Context: an optimization exercise on an open-source flow, tuned for small area, a short achievable clock period and few clock cycles per item. The choices shown serve that exercise and are no tape-out recipe. The RTL was checked by simulation tests, not by an equivalence proof against the original design. Power and IR drop assume default switching activity.

## config.mk

```make
export PLATFORM = sky130hd
export DESIGN_NAME = bearing_cnn
export DESIGN_NICKNAME = bearing_cnn
export VERILOG_FILES = /design/flow/design.v
export SDC_FILE = /design/flow/constraint.sdc
export NUM_CORES = 8
export LEC_CHECK = 0
export CAP_MARGIN = 20
export CORE_MARGIN = 2
export CORE_UTILIZATION = 45
export PLACE_DENSITY = 0.6
export SLEW_MARGIN = 20
```

## constraint.sdc

```tcl
create_clock -name core_clock -period 28.0 [get_ports {clk}]
set_input_delay 5.6000 -clock core_clock [delete_from_list [all_inputs] [get_ports {clk}]]
set_output_delay 5.6000 -clock core_clock [all_outputs]
set_load 0.01 [all_outputs]
```

## design.v

```verilog
(*use_dsp="yes"*)
module fixedMult16#(
parameter RIGHT_SHIFT_BIT = 13
)
(
  input signed [15:0] a,
  input signed [15:0] b,
  output signed [15:0] result
);
wire [14:0] a_t,b_t;
wire sign;
reg signed [29:0] temp; 
reg [14:0] ret_t;
assign a_t = a[14:0];
assign b_t = b[14:0];
assign sign = a[15]^b[15];
always @(*) begin
    temp = a_t * b_t; 
    ret_t = temp >> RIGHT_SHIFT_BIT;  
end
assign result = {sign,ret_t};
endmodule
module fixedAdd16(a, b, result);
input  [15:0] a, b;
output [15:0] result;
wire [14:0] a_t,b_t;
reg [14:0] ret_t;
assign a_t = a[14:0];
assign b_t = b[14:0];
assign result = (a[15]^b[15])?((a[15] == 0 && b[15] == 1)?((a_t >= b_t)?{1'b0, a_t-b_t}:{1'b1, b_t-a_t}):((a_t >= b_t)?{1'b1, a_t-b_t}:{1'b0, b_t-a_t})):{a[15],a_t+b_t};
endmodule
module processingElement16(clk,reset,floatA,floatB,result);
parameter DATA_WIDTH = 16;
parameter RIGHT_SHIFT_BIT = 13;
input clk, reset;
input [DATA_WIDTH-1:0] floatA, floatB;
output reg [DATA_WIDTH-1:0] result;
wire [DATA_WIDTH-1:0] multResult;
wire [DATA_WIDTH-1:0] addResult;
fixedMult16 #(.RIGHT_SHIFT_BIT(RIGHT_SHIFT_BIT))FM (floatA,floatB,multResult);
fixedAdd16 FADD(multResult,result,addResult);
always @ (posedge clk) begin
	if (reset == 1'b0) begin
		result <= 0;
	end else begin
		result <= addResult;
	end 
end
endmodule
module convUnit(clk,reset,signal,filter,bias,result);
parameter DATA_WIDTH = 16;
parameter D = 1;  
parameter F = 64;  
input clk, reset;
input [0:D*F*DATA_WIDTH-1] signal, filter;
input [0:DATA_WIDTH-1] bias;
output  [0:DATA_WIDTH-1] result;
reg [DATA_WIDTH-1:0] selectedInput1, selectedInput2;
wire[0:DATA_WIDTH-1] PE_Out;
reg [6:0] i;
processingElement16#(
.RIGHT_SHIFT_BIT(12)
) PE
(
    .clk(clk),
	.reset(reset),
	.floatA(selectedInput1),
	.floatB(selectedInput2),
	.result(PE_Out)
);
fixedAdd16 FADD(PE_Out,bias,result);
always @ (posedge clk) begin
	if (reset == 1'b0) begin  
		i <= 0;
		selectedInput1 <= 0;
		selectedInput2 <= 0;
	end else if (i > D*F-1) begin  
		selectedInput1 <= 0;
		selectedInput2 <= 0;
	end else begin  
		selectedInput1 <= signal[DATA_WIDTH*i+:DATA_WIDTH];
		selectedInput2 <= filter[DATA_WIDTH*i+:DATA_WIDTH];
		i <= i + 1;
	end
end
endmodule
module RFselector(signal, receptiveField);
parameter DATA_WIDTH = 16;
parameter D = 1;  
parameter H = 1;  
parameter W = 64;  
parameter P = 28;  
parameter F = 64;  
parameter S = 8;  
parameter N = ((W+2*P-F)/S)+1;  
input [0:(D*H*W+P*2)*DATA_WIDTH-1] signal;
output reg [0:N*F*DATA_WIDTH-1] receptiveField;
integer i;
always @ (signal) begin
		for (i = 0; i < N; i = i + 1) begin
			receptiveField[i*F*DATA_WIDTH+:F*DATA_WIDTH] = signal[i*S*DATA_WIDTH+:F*DATA_WIDTH];
		end
end
endmodule
module convLayerSingle(clk,reset,signal,filter,bias,outputConv);
parameter DATA_WIDTH = 16;
parameter D = 1;  
parameter H = 1;  
parameter W = 64;  
parameter F = 64;  
parameter P = 28; 
parameter S = 8; 
parameter N = ((W+2*P-F)/S)+1;  
input clk, reset;
input [0:D*H*W*DATA_WIDTH-1] signal;
input [0:D*F*DATA_WIDTH-1] filter; 
input [0:DATA_WIDTH-1] bias;
output reg [0:(((W+2*P-F)/S)+1)*DATA_WIDTH-1] outputConv;  
wire [0:(((W+2*P-F)/S)+1)*DATA_WIDTH-1] outputConvUnits;  
wire [0:(D*H*W+P*2)*DATA_WIDTH-1] data_padding;
reg internalReset_CU;
wire [0:N*F*DATA_WIDTH-1] receptiveField;  
reg [7:0] counter;
assign data_padding = {{P{16'b0}}, signal, {P{16'b0}}};
RFselector
#(
	.DATA_WIDTH(DATA_WIDTH),
	.D(D),
	.H(H),
	.W(W),
    .P(P),
	.F(F)
) RF
(
	.signal(data_padding),
	.receptiveField(receptiveField)
);
genvar n;
generate  
	for (n = 0; n < N; n = n + 1) begin 
		convUnit
		#(
			.D(D),
			.F(F)
		) CU
		(
			.clk(clk),
			.reset(internalReset_CU),
			.signal(receptiveField[n*D*F*DATA_WIDTH+:D*F*DATA_WIDTH]),
			.filter(filter),
			.bias(bias),
			.result(outputConvUnits[n*DATA_WIDTH+:DATA_WIDTH])
		);
	end
endgenerate
always @ (posedge clk) begin
	if (reset == 1'b0) 
	begin
		internalReset_CU <= 1'b0;
		counter <= 0;
		outputConv <= 0;
	end else begin
	       if(counter == 0)
	           counter <= counter + 1;
	       else if(counter == D*F+2)
	           counter <= 0;
	        if (counter == D*F+2) begin 
			     counter <= 0;
			     outputConv <= outputConvUnits;
			     internalReset_CU <= 1'b0;  
	        end else begin
		       internalReset_CU <= 1'b1;
		       counter <= counter + 1;
	        end
	end
end
endmodule
module Conv_weights(clk,reset,read_flag,weights);
parameter DATA_WIDTH = 16;
parameter F = 64;
parameter K = 4;
input clk,reset;
output reg read_flag;
output wire [0:DATA_WIDTH*F*K-1] weights;
localparam [0:4095] CONV_W = 4096'h833c8661899c09b003f4854588f5084e0a9e804f077505a901ac02a0060b04fd89dc055a002d05c888fb8b3386af808081e8086f813a0013876906650b7c8b6e019e035e81d3052307ac8af380eb0708047e816007bb80708407088901c789bb040987fe049d00548b0806330a09883b835b0086090a8a63024b852203b707900296805b880385be8bb8064e80e907a101b28468833c08440818061f8bd90704848081590a8c04b68ba2847d0501031a865b02388aee047200c203ea07b30b8684b704f70b48031b804886c784f7861e86ad087087fa012d08300877826f06f687aa86f109e70aea052807b3092c83ab8a11867608cd063d86b78877090380468b520973878785a4802007fc820586d00a56898a80e30459071806f6053f032702280b4a870d880c8909847f011587008ad70b04858284d104558787888d83a7021902ca8958844783fb09f8044b836c042902dd89cc045185180751873200198319894384e7075008c909eb08f802f909d3079e804d070905f489af85998241898a8baa0236828f86a90ba78460007f8b2283dd89df044b099a08a203658b1b0459884300dd0832848504c905fb023b04148073023504dd0b4a80348aea0a900b240429067f097b86d88b93842382470a10841d02ac822d88d801838a840bf208128b9586d683318146822f0aec043b04260309071e898d82ec00678bf68827;
reg [2:0] address;
always@(posedge clk)begin
    if(reset == 0) begin
        address <= 0;
        read_flag <= 1'b0;
    end else if(address == 3'd5) begin
        read_flag <= 1'b1;
        address <= 0;
    end else begin
        address <= address + 1'b1;
    end
end
assign weights = CONV_W;
endmodule
module convLayerMulti(clk,reset,signal,outputConv,done_flag); 
parameter DATA_WIDTH = 16;
parameter D = 1;  
parameter H = 1;  
parameter W = 64;  
parameter F = 64;  
parameter K = 4;  
parameter P = 28; 
parameter S = 8; 
input clk, reset;
input [0:D*H*W*DATA_WIDTH-1] signal;  
output reg [0:K*(((W+2*P-F)/S)+1)*DATA_WIDTH-1] outputConv;  
output reg done_flag;
wire [0:K*D*F*DATA_WIDTH-1] filters;
wire [0:K*DATA_WIDTH-1] biases = 64'b1000111100101101100010010000111010001001100101001001110101000111;
wire Cstart;
reg [0:DATA_WIDTH-1] inputBiases;
reg [0:D*F*DATA_WIDTH-1] inputFilters;  
wire [0:(((W+2*P-F)/S)+1)*DATA_WIDTH-1] outputSingleLayers; 
reg internalReset;
reg [3:0] filterSet;
reg [6:0] counter; 
reg [3:0] outputCounter; 
Conv_weights CM(
    .clk(clk),
    .reset(reset),
    .read_flag(Cstart),
    .weights(filters));
convLayerSingle #(
	.DATA_WIDTH(DATA_WIDTH),
	.D(D),
	.H(H),
	.W(W),
	.F(F)
) UUT (
    .clk(clk),
	.reset(internalReset),
	.signal(signal),
    .filter(inputFilters[0:D*F*DATA_WIDTH-1]),
    .bias(inputBiases[0:DATA_WIDTH-1]),
    .outputConv(outputSingleLayers[0:(((W+2*P-F)/S)+1)*DATA_WIDTH-1])
 );
always @ (posedge clk) begin  
	if (Cstart == 1'b0) begin
		internalReset <= 1'b0;
		filterSet <= 0;
		counter <= 0;
		done_flag <= 0;
		outputCounter <= 0;
	end else if (filterSet < K) begin
		if (counter == D*F+3+1) begin 
			outputConv[outputCounter*(((W+2*P-F)/S)+1)*DATA_WIDTH+:(((W+2*P-F)/S)+1)*DATA_WIDTH] <= outputSingleLayers;
			outputCounter <= outputCounter + 1;
			counter <= 0;
			internalReset <= 1'b0;
			filterSet <= filterSet + 1;
		end else begin			
			inputFilters <= filters[filterSet*D*F*DATA_WIDTH+:D*F*DATA_WIDTH];
	        inputBiases <= biases[filterSet*DATA_WIDTH+:DATA_WIDTH];
			internalReset <= 1'b1;
			counter <= counter + 1;			
		end
	end else if(filterSet == K) begin
	   done_flag <= 1'b1;
	end
end
endmodule
module MAX_Unit(numA,numB,Maxout);
    parameter DATA_WIDTH = 16;
    input  [DATA_WIDTH-1:0] numA;
    input  [DATA_WIDTH-1:0] numB;
    output wire  [DATA_WIDTH-1:0] Maxout;
assign Maxout = (numA[15]^numB[15])?((numA[15]==1&&numB[15]==0)?numB:numA):((numA[15]==1&&numB[15]==1)?(16'b0):((numA[14:0]>numB[14:0])?numA:numB));
endmodule
module maxPoolSingle(mPoolIn,mPoolOut);
parameter DATA_WIDTH = 16;
parameter InputW = 256;
parameter Depth = 1;
input [0:InputW*Depth*DATA_WIDTH-1] mPoolIn;
output [0:(InputW/2)*Depth*DATA_WIDTH-1] mPoolOut;
genvar i,j;
generate 
    for (i=0; i<(InputW); i=i+2) begin
    MAX_Unit
    #(
     .DATA_WIDTH(DATA_WIDTH)
     )
     MU
     (
     .numA(mPoolIn[i*DATA_WIDTH+:DATA_WIDTH]),
     .numB(mPoolIn[(i+1)*DATA_WIDTH+:DATA_WIDTH]),
     .Maxout(mPoolOut[(i/2)*DATA_WIDTH+:DATA_WIDTH])
     );
  end
endgenerate
endmodule
module MaxPoolMult(clk, reset, mpInput, mpOutput, done_flag);
parameter DATA_WIDTH = 16;
parameter K = 4;
parameter W = 128;
input reset,clk;
input [0:W*K*DATA_WIDTH-1] mpInput;
output reg [0:(W/2)*K*DATA_WIDTH-1] mpOutput;
output reg done_flag;
reg [0:W*DATA_WIDTH-1] mpInput_s;
wire [0:(W/2)*DATA_WIDTH-1] mpOutput_s;
reg [3:0] counter;
maxPoolSingle
  #(
      .DATA_WIDTH(DATA_WIDTH),
      .InputW(W)
  ) maxPool
  (
      .mPoolIn(mpInput_s),
      .mPoolOut(mpOutput_s)
  );
always @ (posedge clk) begin
  if (reset == 1'b0) begin
    counter <= 0;
    done_flag <= 1'b0;
    mpInput_s <= 0;
    mpOutput <= 0;
  end else if(counter<5) begin 
    if (counter < K)
      mpInput_s <= mpInput[counter*W*DATA_WIDTH+:W*DATA_WIDTH];
    if (counter != 0)
      mpOutput[(counter-1)*(W/2)*DATA_WIDTH+:(W/2)*DATA_WIDTH] <= mpOutput_s;
    counter <= counter+1;
  end else if(counter == 5) begin
    done_flag <= 1'b1;
    mpInput_s <= mpInput_s;
  end
end
endmodule
module shiftFunction(clk,reset,input_relu,output_fc, done_flag);
parameter DATA_WIDTH = 16;
parameter OUTPUT_NODES = 256;
parameter SHIFT_BIT = 5;
input clk, reset;
input [DATA_WIDTH*OUTPUT_NODES-1:0] input_relu;
output reg [DATA_WIDTH*OUTPUT_NODES-1:0] output_fc;
output reg done_flag;
reg [9:0] i;
always @ (posedge clk) begin
	if (reset == 1'b0) begin
		output_fc <= 0;
	    done_flag <= 1'b0;
	end else begin
			for (i = 0; i < OUTPUT_NODES; i = i + 1) begin
					output_fc[DATA_WIDTH*i+:DATA_WIDTH] <= {input_relu[DATA_WIDTH*i-1+DATA_WIDTH],{SHIFT_BIT{1'b0}},input_relu[DATA_WIDTH*i+SHIFT_BIT +:11]};
			end
	     if(i == OUTPUT_NODES) begin
	           done_flag <= 1'b1;
	     end
	end
end
endmodule
module FC_weights(clk,address,weights);
parameter DATA_WIDTH = 16;
parameter FC_IN = 16;
parameter FC_OUT = 10;
input clk;
input [8:0] address;
output reg [DATA_WIDTH*FC_OUT-1:0] weights;
always @(posedge clk) begin
    case (address)
        9'd0: weights <= 160'h81d58390849a02b0839084cf00f7058902aa05eb;
        9'd1: weights <= 160'h8525824c00db027f035102c8049c845f858580c1;
        9'd2: weights <= 160'h0158838381be80b5816c05f6844a847c027300c1;
        9'd3: weights <= 160'h00fd800c84b1852d0015059685230315853a833f;
        9'd4: weights <= 160'h833182be056804e282fd84a6813485a1857a801a;
        9'd5: weights <= 160'h83e9842101440298824482688140048c80b18092;
        9'd6: weights <= 160'h80c7055504e8052484d283b38450005481980121;
        9'd7: weights <= 160'h836c85f5022d853c83c08083807a057a010500bf;
        9'd8: weights <= 160'h854702798241807781a181fe05d3804a830d83cc;
        9'd9: weights <= 160'h825401b9002c01f383dd8403808b83d58011819b;
        9'd10: weights <= 160'h83f6844203a5041c851b824f82b4029e01638299;
        9'd11: weights <= 160'h02fa8177839284dc80f3807a811985a683c902fd;
        9'd12: weights <= 160'h84160014857e012101e885c283e8050c023585e7;
        9'd13: weights <= 160'h056a80b6054f80218397035b827b0168050f826e;
        9'd14: weights <= 160'h0301026483310122012800098365044204b70554;
        9'd15: weights <= 160'h831a050202b584710229052502aa0362009f81d2;
        9'd16: weights <= 160'h85af01b700f4040b83580330002d059905d4022e;
        9'd17: weights <= 160'h838601f0856105c385b8856985d3812d82ff0364;
        9'd18: weights <= 160'h85a8859604e3013c002a85a582e0055f801b0594;
        default: weights <= 160'h0;
    endcase
end
endmodule
module layer(clk,reset,input_fc,output_fc,done_flag); 
parameter DATA_WIDTH = 16;
parameter INPUT_NODES = 16;
parameter OUTPUT_NODES = 10;
parameter RIGHT_SHIFT_BIT = 8;
input clk, reset;
input [DATA_WIDTH*INPUT_NODES-1:0] input_fc; 
output  [DATA_WIDTH*OUTPUT_NODES-1:0] output_fc; 
output reg done_flag;
reg [8:0] address;
wire [DATA_WIDTH*OUTPUT_NODES-1:0] weights; 
reg FCstart;
reg [DATA_WIDTH-1:0] selectedInput;
wire [DATA_WIDTH*OUTPUT_NODES-1:0] output_fc_reg;
wire [DATA_WIDTH*OUTPUT_NODES-1:0] FC_B = 160'b0000010000001011100000011101010110000001101101101000010010101000000000011100100100000000111011111000001001001101100000001111111010000100000001110000100010100000;
genvar i;
generate
	for (i = 0; i < OUTPUT_NODES; i = i + 1) begin 
		processingElement16#(
		.RIGHT_SHIFT_BIT(RIGHT_SHIFT_BIT)
		) PE 
		(
			.clk(clk),
			.reset(FCstart),
			.floatA(selectedInput),
			.floatB(weights[DATA_WIDTH*i+:DATA_WIDTH]),
			.result(output_fc_reg[DATA_WIDTH*i+:DATA_WIDTH])
		);
	end
endgenerate
genvar k;
generate
	for (k = 0; k < OUTPUT_NODES; k = k + 1) begin 
        fixedAdd16 FADD
        (
            .a(output_fc_reg[DATA_WIDTH*k+:DATA_WIDTH]),
            .b(FC_B[DATA_WIDTH*k+:DATA_WIDTH]),
            .result(output_fc[DATA_WIDTH*k+:DATA_WIDTH])
         );
	end
endgenerate
FC_weights  FCM(
    .clk(clk),
    .address(address),
    .weights(weights));
always @ (posedge clk) begin
	if (reset == 1'b0) begin
		address <= 0;
		done_flag <= 0;
	end
    else begin
	       if (address != INPUT_NODES+2) 
                address <= address + 1;
           else begin
                address <= 9'd0;
                done_flag <= 1'b1;
           end
        end
end
always@(posedge clk) begin
    if(reset == 0)
        FCstart <= 1'b0;
    else
        FCstart <= 1'b1;
end
reg [8:0] j;
always @ (posedge clk) begin
	if (FCstart == 1'b0) begin
		selectedInput <= 0;
		j <= INPUT_NODES; 
	end else if (j == 0) begin 
		selectedInput <= 0;
	end else begin
		selectedInput <= input_fc[DATA_WIDTH*(j-1)+:DATA_WIDTH]; 
		j <= j - 1;
	end
end
endmodule
module classification(clk,reset,datain,dataout); 
parameter DATA_WIDTH = 16;
parameter NODES = 10;
input clk,reset;
input signed [DATA_WIDTH*NODES-1:0] datain;
output reg [3:0] dataout;
wire signed [DATA_WIDTH-1:0] num_reg [0:9];
reg signed [DATA_WIDTH-1:0] max_num;
genvar i; 
  for(i = 0; i < 10; i = i + 1) 
  begin:for_assign
        assign  num_reg[9-i] = datain[i*DATA_WIDTH+:DATA_WIDTH];
end
integer j;
reg signed [DATA_WIDTH-1:0] max_next;
always@(*) begin
    max_next = max_num;
    for(j=0; j<10; j=j+1)begin
        if(num_reg[j]>max_next)
            max_next = num_reg[j];
    end
end
always@(posedge clk) begin
    if(reset == 0) begin
        max_num <= 16'b0;
    end else begin
        max_num <= max_next;
    end
end
always@(posedge clk) begin
    if(reset == 0)
        dataout <= 4'b0000;
    else if(max_num == datain[15:0])
        dataout <= 4'b1010;
    else if(max_num == datain[31:16])
        dataout <= 4'b1001;
    else if(max_num == datain[47:32])
        dataout <= 4'b1000;
    else if(max_num == datain[63:48])
        dataout <= 4'b0111;
    else if(max_num == datain[79:64])
        dataout <= 4'b0110;
    else if(max_num == datain[95:80])
        dataout <= 4'b0101;
    else if(max_num == datain[111:96])
        dataout <= 4'b0100;
    else if(max_num == datain[127:112])
        dataout <= 4'b0011;
    else if(max_num == datain[143:128])
        dataout <= 4'b0010;
    else if(max_num == datain[159:144])
        dataout <= 4'b0001;
    else 
        dataout <= 4'b0000;
end
endmodule
module integrationConv (clk,reset,CNNinput,CNNoutput,FCoutput,done); 
parameter DATA_WIDTH = 16;
parameter DataInW = 64;
parameter DataInH = 1;
parameter ConvOut = ((DataInW+2*28-64)/8)+1;
parameter MaxPout = ConvOut/2*4;
parameter Kernel = 4;
parameter Fliter = 64;
parameter DepthC = 1;
parameter IntIn = MaxPout;
parameter FC_out = 10;
parameter Pad = 28; 
parameter Stride = 8;
parameter SHIFT_BIT = 4;
input clk, reset;
input [DataInW*DataInH*DATA_WIDTH-1:0] CNNinput; 
output [3:0] CNNoutput;
output [10*DATA_WIDTH-1:0] FCoutput;
output reg done;
wire MPstart,FCstart,SFstart,CFstart; 
reg Crst,MPrst,SFreset,FCreset,CFreset; 
wire [ConvOut*Kernel*DepthC*DATA_WIDTH-1:0] Cout; 
wire [MaxPout*DepthC*DATA_WIDTH-1:0] MPout; 
wire [MaxPout*DepthC*DATA_WIDTH-1:0] SFOut; 
wire [FC_out*DATA_WIDTH-1:0] FCOut;
convLayerMulti 
#(
    .DATA_WIDTH(DATA_WIDTH),
    .D(DepthC),
    .H(DataInH),
    .W(DataInW),
    .F(Fliter),
    .K(Kernel),
    .P(Pad), 
    .S(Stride))
C(
	.clk(clk),
	.reset(Crst),
	.signal(CNNinput), 
	.outputConv(Cout),
	.done_flag(MPstart)); 
MaxPoolMult
#(
    .DATA_WIDTH(DATA_WIDTH),
    .K(Kernel),
    .W(ConvOut))
MPANDRELU(
    .clk(clk), 
    .reset(MPrst), 
    .mpInput(Cout), 
    .mpOutput(MPout),
    .done_flag(SFstart));
shiftFunction
#(
    .DATA_WIDTH(DATA_WIDTH),
    .OUTPUT_NODES(MaxPout),
    .SHIFT_BIT(SHIFT_BIT)
)SF
(
    .clk(clk),
    .reset(SFreset),
    .input_relu(MPout),
    .output_fc(SFOut), 
    .done_flag(FCstart));
layer
#(.DATA_WIDTH(16),
  .INPUT_NODES(IntIn),
  .OUTPUT_NODES(FC_out),
  .RIGHT_SHIFT_BIT(8))
 FC(
    .clk(clk),
    .reset(FCreset),
    .input_fc(SFOut),
    .output_fc(FCOut),
    .done_flag(CFstart)
    );
assign FCoutput = FCOut;
reg CFreset_d;
always @(posedge clk) begin
    if (reset == 1'b0) begin
        CFreset_d <= 1'b0;
        done <= 1'b0;
    end else begin
        CFreset_d <= CFreset;
        done <= CFreset_d;
    end
end
classification CF(
    .clk(clk),
    .reset(CFreset),
    .datain(FCOut),
    .dataout(CNNoutput));
always @(posedge clk) begin 
    if (reset == 1'b0) begin
      Crst <= 1'b0;
      MPrst <= 1'b0;
      FCreset <= 1'b0;
      CFreset <= 1'b0;
      SFreset <= 1'b0;
    end else begin
       if(MPstart == 0 && SFstart == 0 && FCstart == 0 && CFstart == 0)
            Crst <= 1'b1;
       if(MPstart == 1'b1 && SFstart == 0 && FCstart == 0 && CFstart == 0)
            MPrst <= 1'b1;
       if(MPstart == 1'b1 && SFstart == 1'b1 && FCstart == 0 && CFstart == 0)
            SFreset <= 1'b1;
       if(MPstart == 1'b1 && SFstart == 1'b1 && FCstart == 1'b1 && CFstart == 0)
            FCreset <= 1'b1;
       if(MPstart == 1'b1 && SFstart == 1'b1 && FCstart == 1'b1 && CFstart == 1'b1)
            CFreset <= 1'b1;
       else 
            CFreset <= 1'b0;
    end
end
endmodule
module bearing_cnn (
    input              clk,
    input              rst_n,
    input              in_valid,
    input      [15:0]  in_data,
    output             in_ready,
    output reg         out_valid,
    output reg [3:0]   out_class,
    output reg [159:0] out_scores
);
localparam NS = 64;
reg [NS*16-1:0] frame;
reg [5:0]       count;
reg             running;
wire [3:0]   cnn_class;
wire [159:0] cnn_scores;
wire         cnn_done;
assign in_ready = ~running;
integrationConv #(.DataInW(NS)) CNN (
    .clk(clk),
    .reset(running),
    .CNNinput(frame),
    .CNNoutput(cnn_class),
    .FCoutput(cnn_scores),
    .done(cnn_done)
);
always @(posedge clk) begin
    if (in_valid && !running)
        frame <= {frame[NS*16-17:0], in_data};
end
always @(posedge clk) begin
    if (rst_n == 1'b0) begin
        count      <= 0;
        running    <= 1'b0;
        out_valid  <= 1'b0;
        out_class  <= 4'd0;
        out_scores <= 160'd0;
    end else begin
        out_valid <= 1'b0;
        if (!running) begin
            if (in_valid) begin
                count <= count + 1'b1;
                if (count == NS-1)
                    running <= 1'b1;
            end
        end else if (cnn_done) begin
            running    <= 1'b0;
            out_valid  <= 1'b1;
            out_class  <= cnn_class;
            out_scores <= cnn_scores;
        end
    end
end
endmodule
```

## run.sh

```bash
#!/bin/bash
# synth_recipe.tcl (not shown) runs the flow's synth.tcl, then flattens the netlist and writes it again
# the make line also repeats each setting of config.mk as NAME=value (left out here)
make -C /OpenROAD-flow-scripts/flow DESIGN_CONFIG=/design/flow/config.mk WORK_HOME=/design/flow/orfs CLKGATE_MAP_FILE= SYNTH_SCRIPT=/design/flow/synth_recipe.tcl finish
```

==> impl_metrics.env <==
export IMPL_status="complete, no violations"
export IMPL_reg2reg_depth=139
export IMPL_final_area_um2=376000
export IMPL_avgRoutedWirePerCell_um=28.9
export IMPL_dp_cells=45475
export IMPL_drv_cap=0
export IMPL_hpwlAfterDp_mm=965
export IMPL_num_vias=291788
export IMPL_cts_htree_levels=5
export IMPL_yosys_warnings=16
export IMPL_worstSetupStartpointType="register"
export IMPL_fp_dieW_um=883
export IMPL_synth_top_area_frac=0.134
export IMPL_hold_depth=1
export IMPL_critical_path_class="reg -> reg"
export IMPL_pwr_density_cell_nw_per_um2=29.3
export IMPL_yosys_cell_types_count=118
export IMPL_io_pins=185
export IMPL_start_util=0.452
export IMPL_rr_startpoint="CNN.FC.genblk1[9].PE.result[11]$_SDFF_PN0_"
export IMPL_drt_iter0_markers=34949
export IMPL_synth_most_common_cell="nand2_1"
export IMPL_clkSlewWorstSetupHoldPaths_ps=70
export IMPL_layout_cells_non_filler=46291
export IMPL_rrSetupSlack_ps=1650
export IMPL_antenna_found_initial=101
export IMPL_clock_sinks=3162
export IMPL_root_buffer="clkbuf_16"
export IMPL_p_leak_nw=155
export IMPL_insertion_delay_ps=1110
export IMPL_drive_gt1_frac=0.133
export IMPL_grt_pass1_wl_mm=1960
export IMPL_ys_flop_type="dfxtp_1"
export IMPL_seq_area_um2=79100
export IMPL_rsz0062_at_grt="no"
export IMPL_grt_overflow_total=0
export IMPL_grt_max_degree=203
export IMPL_synth_edf_count=1551
export IMPL_async_flop_share=0
export IMPL_grt_usage=0.333
export IMPL_path_common_cell="a21oi_1"
export IMPL_crit_arrival_ps=27290
export IMPL_gp_congestion=0.999
export IMPL_place_area_um2=362000
export IMPL_regMostFlops="frame"
export IMPL_dr_pass1_iters=8
export IMPL_die_height_um=883
export IMPL_worstMarginPinSlew_ps=1400
export IMPL_synth_common_cells="3,769 x nand2_1, 3,442 x inv_1, 2,816 x ha_1, 2,444 x nor2_1, 2,300 x fa_1"
export IMPL_synth_area_leaders="edfxtp_1 13%, fa_1 13%, mux4_2 13%"
export IMPL_min_to="CNN.done$_SDFF_PN0_"
export IMPL_crit_path_max_fanout=19
export IMPL_final_nets=40802
export IMPL_n_fill_cell=71535
export IMPL_core_area_um2=769000
export IMPL_portBuffers=184
export IMPL_core_rowCount=322
export IMPL_slowest_stage="or4_1"
export IMPL_setup_tns_ps=0
export IMPL_clockBufferDepth=4
export IMPL_crit_required_ps=28940
export IMPL_drc=0
export IMPL_hp_class="reg -> reg"
export IMPL_die_area_um2=779000
export IMPL_final_period_utilization=0.941
export IMPL_cp_startpoint="CNN.FC.genblk1[9].PE.result[11]$_SDFF_PN0_"
export IMPL_hold_violations=0
export IMPL_slowest_delay_ps=550
export IMPL_cts_tree="built"
export IMPL_routed_wirelength_mm=1340
export IMPL_cts_buffers=385
export IMPL_area_growth_pct=8.12
export IMPL_avgViaCountPerCell=6.30
export IMPL_slew_limit_headroom=0.0656
export IMPL_cp_end_kind="register"
export IMPL_yosys_area_top_type="edfxtp_1"
export IMPL_synth_seq_cells=3162
export IMPL_r2r_end="CNN.CF.max_num[15]$_SDFF_PN0_"
export IMPL_max_freq_mhz=38.0
export IMPL_ys_seq_area_frac=0.227
export IMPL_antenna_left=0
export IMPL_netlist_instances=36571
export IMPL_peakVddDrop_uv=52.0
export IMPL_finalSetupViolations=0
export IMPL_largest_reg_flops=1024
export IMPL_synth_area_um2=347000
export IMPL_syn_avg_cell_area_um2=9.50
export IMPL_worstHoldStart="CNN.CFreset_d$_SDFF_PN0_"
export IMPL_largestRegisters="frame: 1024 flops, CNN.C.outputConv: 512 flops"
export IMPL_report_final_slew_viol_count=0
export IMPL_fin_skew_ps=111
export IMPL_multi_input_area_um2=247000
export IMPL_period_needed_ps=26350
export IMPL_grt_pass1_vias=286638
-- how the worst max path moves through the flow --
stage | to | depth (start not counted) | slack, ps
final | CNN.CF.max_num[15]$_SDFF_PN0_ | 139 | 1650
after global placement | CNN.CF.max_num[12]$_SDFF_PN0_ | 138 | 270
after floorplan | CNN.CF.max_num[4]$_SDFF_PN0_ | 137 | 1650
after detailed placement | CNN.CF.max_num[7]$_SDFF_PN0_ | 137 | 800
after global routing | CNN.CF.max_num[15]$_SDFF_PN0_ | 145 | 40
after CTS | CNN.CF.max_num[15]$_SDFF_PN0_ | 135 | 530
-- timing repair --
action,4_1_cts,5_1_grt
buffers inserted,0,7
resized for setup,0,47
hold buffers,0,0
endpoints found under the setup margin,0,16
endpoints found under the hold margin,0,0
-- cells by family after synthesis --
group           count (synthesis)  synth area share
other cells                     2         0.0000216
xor+xnor                     1064            0.0269
buf+inv                      6204            0.0671
flops                        3162             0.227
compound gates               7774             0.143
fa+ha+maj                    5121             0.234
mux                          3241             0.169
simple gates                10003             0.133
-- through the flow --
| step | hold WS (ps) | total power, mW | util | setup slack [ps] |
|---|---|---|---|---|
| 5_1_grt | 457 | 11.3 | 0.488 | 44.7 |
| 6_report | 435 | 11.0 | 0.488 | 1650 |
| 3_5_place_dp | 428 | 5.73 | 0.470 | 796 |
| 2_1_floorplan | 361 | 5.59 | - | 1650 |
| 4_1_cts | 437 | 11.1 | 0.488 | 528 |
| 3_3_place_gp | 418 | 5.71 | 0.470 | 269 |
-- metal layers --
| metal | vias up | share of wire | track usage |
|---|---|---|---|
| li1 | 126668 | - | - |
| met1 | 145606 | 0.40 | 0.444 |
| met2 | 15824 | 0.44 | 0.508 |
| met3 | 3614 | 0.096 | 0.0722 |
| met4 | 76 | 0.066 | 0.178 |
| met5 | - | 0.00040 | 0.000369 |
-- critical path: cells and delay by family (launching register included) --
| kind | cells | cell delay [ps] |
|---|---|---|
| AOI/OAI and AO/OA | 63 | 11160 |
| buffers and inverters | 19 | 3240 |
| and+or+nand+nor | 38 | 5800 |
| muxes | 7 | 2160 |
| xor gates and xnor gates | 2 | 590 |
| adders and majority gates | 10 | 2840 |
| DFF | 1 | 310 |
-- placed cells by master (no fill, tap or decap), types with 708 or more instances in the layout --
cell,synthesis,layout
nand2_1,3769,3765
a21oi_1,2294,2286
nor2_1,2444,2427
edfxtp_1,1551,1551
buf_4,1,1042
inv_1,3442,3432
ha_1,2816,2814
and2_1,1727,1723
fa_1,2300,2300
mux2_2,708,708
mux4_2,2019,2019
dfxtp_1,1611,1543
o21ai_0,1705,1690
xnor2_1,760,748
-- report_power, final --
part / internal, mW / leakage [nW] / switching (mW) / total [mW]
Sequential: 4.94 / 26.9 / 0.139 / 5.08
Combinational: 0.292 / 122 / 0.276 / 0.568
Clock: 3.04 / 6.38 / 2.32 / 5.36
Total: 8.27 / 155 / 2.74 / 11.0
-- final cells by class --
cell class | count | share of cell area
Antenna cell | 88 | 0.000586
Clock buffer | 503 | 0.0283
Clock inverter | 214 | 0.00670
Inverter | 3473 | 0.0348
Multi-Input combinational cell | 27371 | 0.657
Sequential cell | 3162 | 0.211
Tap cell | 10206 | 0.0340
Timing Repair Buffer | 1274 | 0.0282
Testbench counts, summed over its fixed seeds: cycles 18,294, frames 48.

==> port drivers added, routing unchanged <==
In the flow no input, the clock included, has a driving cell. The finished layout below was timed again as built, in two steps. Step 1: set_driving_cell puts a clkbuf_16 on clk and a buf_2 on each other input, an assumption about the parent block. Step 2 also shifts input and output timing later by t, the mid clock arrival at the registers, as if the neighbouring blocks saw the same clock. a / b / c = ideal / step 1 / step 2; a / b = the first two.
shift t [ns]: 1.207
slack for setup (ns): 1.652 / 1.652 / 1.652
worst setup path at the end: register to register
clock arrival spread, ns: 0.112 / 0.112
After both steps setup and hold are still met in this run. For this run, drivers alone change the setup slack by 0.000 ns; drivers and shift together by 0.000 ns.
